What follows belongs to an exercise in optimizing a design on an open flow for small area, a short achievable clock period and few clock cycles; a production flow would make more cautious choices. In this exercise RTL edits were held to simulation tests only and were not proved equivalent to the original. No activity file was given, so power comes from the tool's default toggle rates.

Design cpu, start of the top module:
module cpu (input clk, input rst,
            output [31:0] imem_addr, input [31:0] imem_rdata,
            output [31:0] dmem_addr, output [31:0] dmem_wdata,
            output dmem_we, output dmem_re, input [31:0] dmem_rdata);
Size in the first run: about 1200 flip-flops.
clock: 8.0 ns
lec_check: 0
cap_margin: 20
cell_pad_in_sites_detail_placement: 2
cell_pad_in_sites_global_placement: 2
core_margin: 2
core_utilization: 35
place_density: 0.6
slew_margin: 20
run.sh (not shown) runs the stock make flow with config.mk's settings and CLKGATE_MAP_FILE= SYNTH_SCRIPT=/design/flow/synth_recipe.tcl, a recipe that flattens the netlist after the stock synthesis.
Testbench counts at the start, summed over its fixed seeds: cycles 46,573.
Next try:
Settings changed: ABC_CLOCK_PERIOD_IN_PS from default to 3000, SETUP_SLACK_MARGIN from default to 4.8.
What happened:
- The changed run completed without violations
- clock power rises by about 3%
- design area went up by 14%
- worst setup slack gains 1.9 ns
- via count grows by 8.0%
- hold slack is worse by 0.010 ns
- count of clock-buffer cells in the layout goes up by 8

cpu, a different RTL version from the one above (not shown whole).
Size: about 3,800 cells after synthesis, roughly 1,200 flip-flops, about 55,000 µm² of cells after synthesis.
export LEC_CHECK = 0
export CAP_MARGIN = 20
export CELL_PAD_IN_SITES_DETAIL_PLACEMENT = 1
export CELL_PAD_IN_SITES_GLOBAL_PLACEMENT = 1
export CORE_MARGIN = 2
export CORE_UTILIZATION = 50
export CTS_CLUSTER_DIAMETER = 80
export CTS_CLUSTER_SIZE = 18
export PLACE_DENSITY = 0.8
export SETUP_SLACK_MARGIN = 5.0
export SLEW_MARGIN = 20
export SYNTH_HIERARCHICAL = 1
export SYNTH_MINIMUM_KEEP_SIZE = 0
export TNS_END_PERCENT = 0
create_clock -name core_clock -period 8.0 [get_ports {clk}]
The starting point finished clean.
Testbench counts at the start, summed over its fixed seeds: cycles 47,352.
==> next run, changes <==
Settings changed: SETUP_SLACK_MARGIN 5.0 to 4.8.
Result:
- The changed run completed with no timing, DRC or antenna violations
- power does not change
- global-route usage does not change
- design area stays the same
- worst setup slack stays the same
- hold slack is unchanged
- area after synthesis is unchanged
- clock-buffer cell count is unchanged
==> next run, changes <==
Settings changed: TNS_END_PERCENT 0 to 5.
What happened:
- power increases by 0.65%
- sequential share of layout area decreases by 0.23 points
- clock skew drops by 0.0055 ns
- sequential power stays flat
- worst setup slack gets worse by 0.064 ns
- maximum frequency went down by about 1.8%
- critical path depth came out higher by 7
- synthesized cell count stays the same

Setup of main:
Another version of the RTL of cpu (not shown whole).
For scale: about 3800 cells after synthesis, about 1200 flip-flops.
export LEC_CHECK = 0
export CAP_MARGIN = 20
export CELL_PAD_IN_SITES_DETAIL_PLACEMENT = 2
export CELL_PAD_IN_SITES_GLOBAL_PLACEMENT = 2
export CORE_MARGIN = 2
export CORE_UTILIZATION = 35
export CTS_CLUSTER_DIAMETER = 80
export CTS_CLUSTER_SIZE = 18
export PLACE_DENSITY = 0.6
export SETUP_SLACK_MARGIN = 4.8
export SLEW_MARGIN = 20
export SYNTH_HIERARCHICAL = 1
export SYNTH_MINIMUM_KEEP_SIZE = 0
export TNS_END_PERCENT = 5
create_clock -name core_clock -period 8.0 [get_ports {clk}]
Testbench counts of main, summed over its fixed seeds: cycles 47,352.
diff inputs: main => the feature branch
# main
export LEC_CHECK = 0
export CAP_MARGIN = 20
export CELL_PAD_IN_SITES_DETAIL_PLACEMENT = 2
export CELL_PAD_IN_SITES_GLOBAL_PLACEMENT = 2
export CORE_MARGIN = 2
export CORE_UTILIZATION = 35
export CTS_CLUSTER_DIAMETER = 80
export CTS_CLUSTER_SIZE = 18
export PLACE_DENSITY = 0.6
export SETUP_SLACK_MARGIN = 4.8
export SLEW_MARGIN = 20
export SYNTH_HIERARCHICAL = 1
export SYNTH_MINIMUM_KEEP_SIZE = 0
export TNS_END_PERCENT = 5
create_clock -name core_clock -period 8.0 [get_ports {clk}]
# the feature branch
export LEC_CHECK = 0
export CAP_MARGIN = 20
export CELL_PAD_IN_SITES_DETAIL_PLACEMENT = 2
export CELL_PAD_IN_SITES_GLOBAL_PLACEMENT = 2
export CORE_MARGIN = 2
export CORE_UTILIZATION = 35
export CTS_CLUSTER_DIAMETER = 80
export CTS_CLUSTER_SIZE = 18
export PLACE_DENSITY = 0.6
export SETUP_SLACK_MARGIN = 4.8
export SLEW_MARGIN = 20
export SYNTH_HIERARCHICAL = 1
export SYNTH_MINIMUM_KEEP_SIZE = 0
create_clock -name core_clock -period 8.0 [get_ports {clk}]
==> comparison <==
The feature branch reached the end of the flow, and the finished layout is clean on the timing, design-rule and antenna checks.
Sort the feature branch and main by met1 usage in global routing, ascending, and main comes first.
Row routed wire length: the feature branch higher / main lower
Between main and the feature branch, the inserted tap cell count does not differ in any meaningful way.

lane 1:
The RTL this note starts from:
==> flow/design.v <==
module cpu (input clk, input rst,
            output [31:0] imem_addr, input [31:0] imem_rdata,
            output [31:0] dmem_addr, output [31:0] dmem_wdata,
            output dmem_we, output dmem_re, input [31:0] dmem_rdata);
    reg [31:2] pc;
    reg        x_wr, x_lw, x_sw, x_beq, x_sub;
    reg        x_fam, x_fbm;    
    reg        x_oi, x_om, x_ob;    
    reg [4:0]  x_rd;
    reg [31:0] x_a, x_b;
    reg [15:0] x_i;
    reg [31:2] x_tgt;
    reg        m_wr, m_lw, m_sw;
    reg [4:0]  m_rd;
    reg [31:0] m_r, m_sd;
    assign dmem_addr  = m_r;
    assign dmem_wdata = m_sd;
    assign dmem_we    = m_sw;
    assign dmem_re    = m_lw;
    wire [31:0] m_res = m_lw ? dmem_rdata : m_r;
    wire [31:0] a   = x_fam ? m_r : x_a;
    wire [31:0] b   = x_fbm ? m_r : x_b;
    wire [31:0] op2 = ({32{x_oi}} & {{16{x_i[15]}}, x_i}) | ({32{x_om}} & m_r) |
                      ({32{x_ob}} & x_b);
    wire [31:0] alu;
    cs_add alu_add (.a(a), .b(op2 ^ {32{x_sub}}), .ci(x_sub), .s(alu));
    wire eq_ab = (x_a == x_b);
    wire eq_mb = (m_r == x_b);
    wire eq_am = (x_a == m_r);
    wire taken = x_beq & (x_fam ? (x_fbm | eq_mb) : (x_fbm ? eq_am : eq_ab));
    wire [31:0] inst = imem_rdata;
    wire [5:0] op = inst[31:26];
    wire [4:0] rs = inst[25:21];
    wire [4:0] rt = inst[20:16];
    wire [4:0] rdf = inst[15:11];
    wire d_R    = (op == 6'h00);
    wire d_addi = (op == 6'h08) | (op == 6'h09);
    wire d_lw   = (op == 6'h23);
    wire d_sw   = (op == 6'h2B);
    wire d_beq  = (op == 6'h04);
    wire d_j    = (op == 6'h02);
    wire d_ubeq = d_beq & (rs == rt);
    wire [4:0] d_rd = d_R ? rdf : (d_addi | d_lw) ? rt : 5'd0;
    wire d_wr = (d_R | d_addi | d_lw) & (d_rd != 5'd0);
    wire [31:2] pc4, btgt;
    assign pc4 = pc + 30'd1;
    sk_add #(30) br_add (.a(pc), .b({{14{inst[15]}}, inst[15:0]}), .ci(1'b1), .s(btgt));
    wire [31:2] jtgt = {4'b0000, inst[25:0]};
    reg [31:0] rf_r [1:31];
    reg [31:1] rf_e;
    integer i;
    always @(posedge clk)
        for (i = 1; i < 32; i = i + 1)
            if (m_wr && m_rd == i) rf_r[i] <= m_res;
    always @(posedge clk or posedge rst)
        if (rst) rf_e <= 31'd0;
        else
            for (i = 1; i < 32; i = i + 1)
                rf_e[i] <= (rf_e[i] | (m_wr && m_rd == i)) & !(x_wr && x_rd == i);
    wire [31:1] rf_en = rf_e;
    genvar k, n;
    wire [31:0] sa0, sa1, sb0, sb1;
    rdec dec_a0 (.r(rs), .en(rf_en), .we(m_wr), .wa(m_rd), .sel(sa0));
    rdec dec_a1 (.r(rs), .en(rf_en), .we(m_wr), .wa(m_rd), .sel(sa1));
    rdec dec_b0 (.r(rt), .en(rf_en), .we(m_wr), .wa(m_rd), .sel(sb0));
    rdec dec_b1 (.r(rt), .en(rf_en), .we(m_wr), .wa(m_rd), .sel(sb1));
    wire [31:0] rsv, rtv;
    generate for (n = 0; n < 32; n = n + 1) begin : col
        wire [31:0] d;
        assign d[0] = m_res[n];
        for (k = 1; k < 32; k = k + 1) begin : rb
            assign d[k] = rf_r[k][n];
        end
        wire [3:0] pa_n, pb_n;
        for (k = 0; k < 4; k = k + 1) begin : grp
            wire [31:0] sa = (n < 16) ? sa0 : sa1;
            wire [31:0] sb = (n < 16) ? sb0 : sb1;
            aoi8 ua (.s(sa[8*k+7:8*k]), .d(d[8*k+7:8*k]), .y_n(pa_n[k]));
            aoi8 ub (.s(sb[8*k+7:8*k]), .d(d[8*k+7:8*k]), .y_n(pb_n[k]));
        end
        assign rsv[n] = ~&pa_n;
        assign rtv[n] = ~&pb_n;
    end endgenerate
    wire hs = x_wr & (x_rd == rs);
    wire ht = x_wr & (x_rd == rt);
    wire use_rs = d_R | d_addi | d_lw | d_sw | (d_beq & ~d_ubeq);
    wire use_rt = d_R | d_sw | (d_beq & ~d_ubeq);
    wire stall = x_lw & ((hs & use_rs) | (ht & use_rt));
    wire go = ~taken & ~stall;
    wire [31:2] pc_oth = taken ? x_tgt : stall ? pc : d_j ? jtgt : pc4;
    wire sel_b = ~taken & ~stall & ~d_j & d_ubeq;
    wire [31:2] pc_next;
    mux2w #(30) pc_mux (.s(sel_b), .a(pc_oth), .b(btgt), .y(pc_next));
    always @(posedge clk or posedge rst) begin
        if (rst) begin
            pc <= 30'd0;
            x_wr <= 1'b0; x_lw <= 1'b0; x_sw <= 1'b0; x_beq <= 1'b0;
            m_wr <= 1'b0; m_lw <= 1'b0; m_sw <= 1'b0;
        end else begin
            pc <= pc_next;
            x_wr  <= go & d_wr;
            x_lw  <= go & d_lw;
            x_sw  <= go & d_sw;
            x_beq <= go & d_beq & ~d_ubeq;
            m_wr  <= x_wr;
            m_lw  <= x_lw;
            m_sw  <= x_sw;
        end
    end
    always @(posedge clk) begin
        x_rd  <= d_rd;
        x_sub <= d_R & inst[1];
        x_fam <= hs;
        x_fbm <= ht;
        x_oi  <= ~d_R;
        x_om  <= d_R & ht;
        x_ob  <= d_R & ~ht;
        x_a   <= rsv;
        x_b   <= rtv;
        x_i   <= inst[15:0];
        x_tgt <= btgt;
        m_rd  <= x_rd;
        m_r   <= alu;
        m_sd  <= b;
    end
    assign imem_addr = {pc, 2'b00};
endmodule
module aoi8 (input [7:0] s, input [7:0] d, output y_n);
    assign y_n = ~|(s & d);
endmodule
module sk_add #(parameter N = 32) (input [N-1:0] a, input [N-1:0] b, input ci,
                                   output [N-1:0] s);
    wire [N-1:0] g0 = a & b;
    wire [N-1:0] p0 = a ^ b;
    reg  [N-1:0] g, p, gn, pn;
    integer i, l;
    always @* begin
        g = g0;
        p = p0;
        for (l = 0; (1 << l) < N; l = l + 1) begin
            gn = g;
            pn = p;
            for (i = 0; i < N; i = i + 1)
                if ((i >> l) & 1) begin
                    gn[i] = g[i] | (p[i] & g[((i >> l) << l) - 1]);
                    pn[i] = p[i] & p[((i >> l) << l) - 1];
                end
            g = gn;
            p = pn;
        end
    end
    wire [N-1:0] c = {g[N-2:0] | (p[N-2:0] & {(N-1){ci}}), ci};
    assign s = p0 ^ c;
endmodule
module mux2w #(parameter N = 32) (input s, input [N-1:0] a, input [N-1:0] b, output [N-1:0] y);
    assign y = s ? b : a;
endmodule
module rdec (input [4:0] r, input [31:1] en, input we, input [4:0] wa, output [31:0] sel);
    assign sel[0] = we && wa == r;
    genvar k;
    generate for (k = 1; k < 32; k = k + 1) begin : d
        assign sel[k] = en[k] && r == k;
    end endgenerate
endmodule
module cs_add (input [31:0] a, input [31:0] b, input ci, output [31:0] s);
    wire [16:0] lo;
    wire [15:0] hi0, hi1, hi;
    sk_add #(17) add_lo (.a({1'b0, a[15:0]}), .b({1'b0, b[15:0]}), .ci(ci), .s(lo));
    sk_add #(16) add_h0 (.a(a[31:16]), .b(b[31:16]), .ci(1'b0), .s(hi0));
    sk_add #(16) add_h1 (.a(a[31:16]), .b(b[31:16]), .ci(1'b1), .s(hi1));
    mux2w #(16) hi_sel (.s(lo[16]), .a(hi0), .b(hi1), .y(hi));
    assign s = {hi, lo[15:0]};
endmodule
Settings: LEC_CHECK=0, CAP_MARGIN=20, CELL_PAD_IN_SITES_DETAIL_PLACEMENT=1, CELL_PAD_IN_SITES_GLOBAL_PLACEMENT=1, CORE_MARGIN=2, CORE_UTILIZATION=50, CTS_CLUSTER_DIAMETER=80, CTS_CLUSTER_SIZE=18, PLACE_DENSITY=0.8, SETUP_SLACK_MARGIN=4.6, SLEW_MARGIN=20, SYNTH_HIERARCHICAL=1, SYNTH_MINIMUM_KEEP_SIZE=0, TNS_END_PERCENT=5; clock period 8.0 ns.
Testbench counts of lane 1, summed over its fixed seeds: cycles 47,352.
Relative to lane 1, the following input files were edited for lane 2:
-- flow/config.mk --
<<< lane 1, line 14
export CTS_CLUSTER_SIZE = 18
export PLACE_DENSITY = 0.8
export SETUP_SLACK_MARGIN = 4.6
export SLEW_MARGIN = 20
export SYNTH_HIERARCHICAL = 1
export SYNTH_MINIMUM_KEEP_SIZE = 0
export TNS_END_PERCENT = 5
>>> lane 2, line 14
export CTS_CLUSTER_SIZE = 18
export PLACE_DENSITY = 0.8
export SETUP_SLACK_MARGIN = 4.8
export SLEW_MARGIN = 20
export SYNTH_HIERARCHICAL = 1
export SYNTH_MINIMUM_KEEP_SIZE = 0
export TNS_END_PERCENT = 100
## What came out
Lane 2 against lane 1: setup total negative slack was more or less identical, die area was more or less identical, final-layout fill cell count went down by 84. Overall via count from detail_route grows by a few percent when moving from lane 1 to lane 2.
Input changes introduced in lane 3 (baseline for comparison: lane 2):
-- flow/config.mk --
<<< lane 2, line 14
export CTS_CLUSTER_SIZE = 18
export PLACE_DENSITY = 0.8
export SETUP_SLACK_MARGIN = 4.8
export SLEW_MARGIN = 20
export SYNTH_HIERARCHICAL = 1
export SYNTH_MINIMUM_KEEP_SIZE = 0
export TNS_END_PERCENT = 100
>>> lane 3, line 14
export CTS_CLUSTER_SIZE = 18
export PLACE_DENSITY = 0.8
export SETUP_SLACK_MARGIN = 5.0
export SLEW_MARGIN = 20
export SYNTH_HIERARCHICAL = 1
export SYNTH_MINIMUM_KEEP_SIZE = 0
export TNS_END_PERCENT = 5
[summary]
- Lane 3 vs lane 2, fraction of layout cells with a size suffix above 1 went down by 2.1 points.
- Higher cell area after layout among lane 2 and lane 3: lane 2
- Area overhead of the layout relative to synthesis in lane 3 is 1.5 points below lane 2.
- Changes observed in lane 3 relative to lane 2: core utilization of the finished layout dropped 0.78 points; max-slew violation count closely matched the old numbers; clock net sink count stayed essentially flat; total design power shrank by 0.50%.
- Compared to lane 2, the router laid down less metal wire for lane 3.

what the ideal ports hide:
Ports are ideal in the flow. The routed layouts listed here were re-timed in OpenROAD. Step 1, drivers: a clkbuf_16 drives clk and a buf_2 each remaining input, both assumed. Step 2 also shifts input and output timing later by t, the mid clock arrival at the registers, as if the neighbouring blocks saw the same clock. Slacks: no drivers / after step 1 / after step 2; pairs: no drivers / after step 1.
run	t, ns	setup slack, ns	hold slack, ns
the first run of note 1	0.877	2.153 / 2.182 / 1.335	0.363 / 0.363 / 0.363
the second run of note 1	0.908	4.093 / 4.142 / 3.234	0.352 / 0.352 / 0.352
the first run of note 2	0.759	4.421 / 4.467 / 3.708	0.356 / 0.356 / 0.356
the second run of note 2	0.759	4.421 / 4.467 / 3.708	0.356 / 0.356 / 0.356
the third run of note 2	0.760	4.357 / 4.357 / 3.703	0.364 / 0.364 / 0.364
main	0.795	4.381 / 4.331 / 3.636	0.384 / 0.384 / 0.384
the feature branch	0.809	4.419 / 4.458 / 3.648	0.351 / 0.351 / 0.351
lane 1	0.768	4.397 / 4.323 / 3.646	0.383 / 0.383 / 0.383
lane 2	0.772	4.467 / 4.527 / 3.755	0.476 / 0.476 / 0.476
lane 3	0.764	4.458 / 4.497 / 3.733	0.384 / 0.384 / 0.384
After both steps every run listed still meets setup and hold. For the second run of note 1, which loses most, drivers alone change the setup slack by +0.049 ns; drivers and shift together by -0.859 ns.
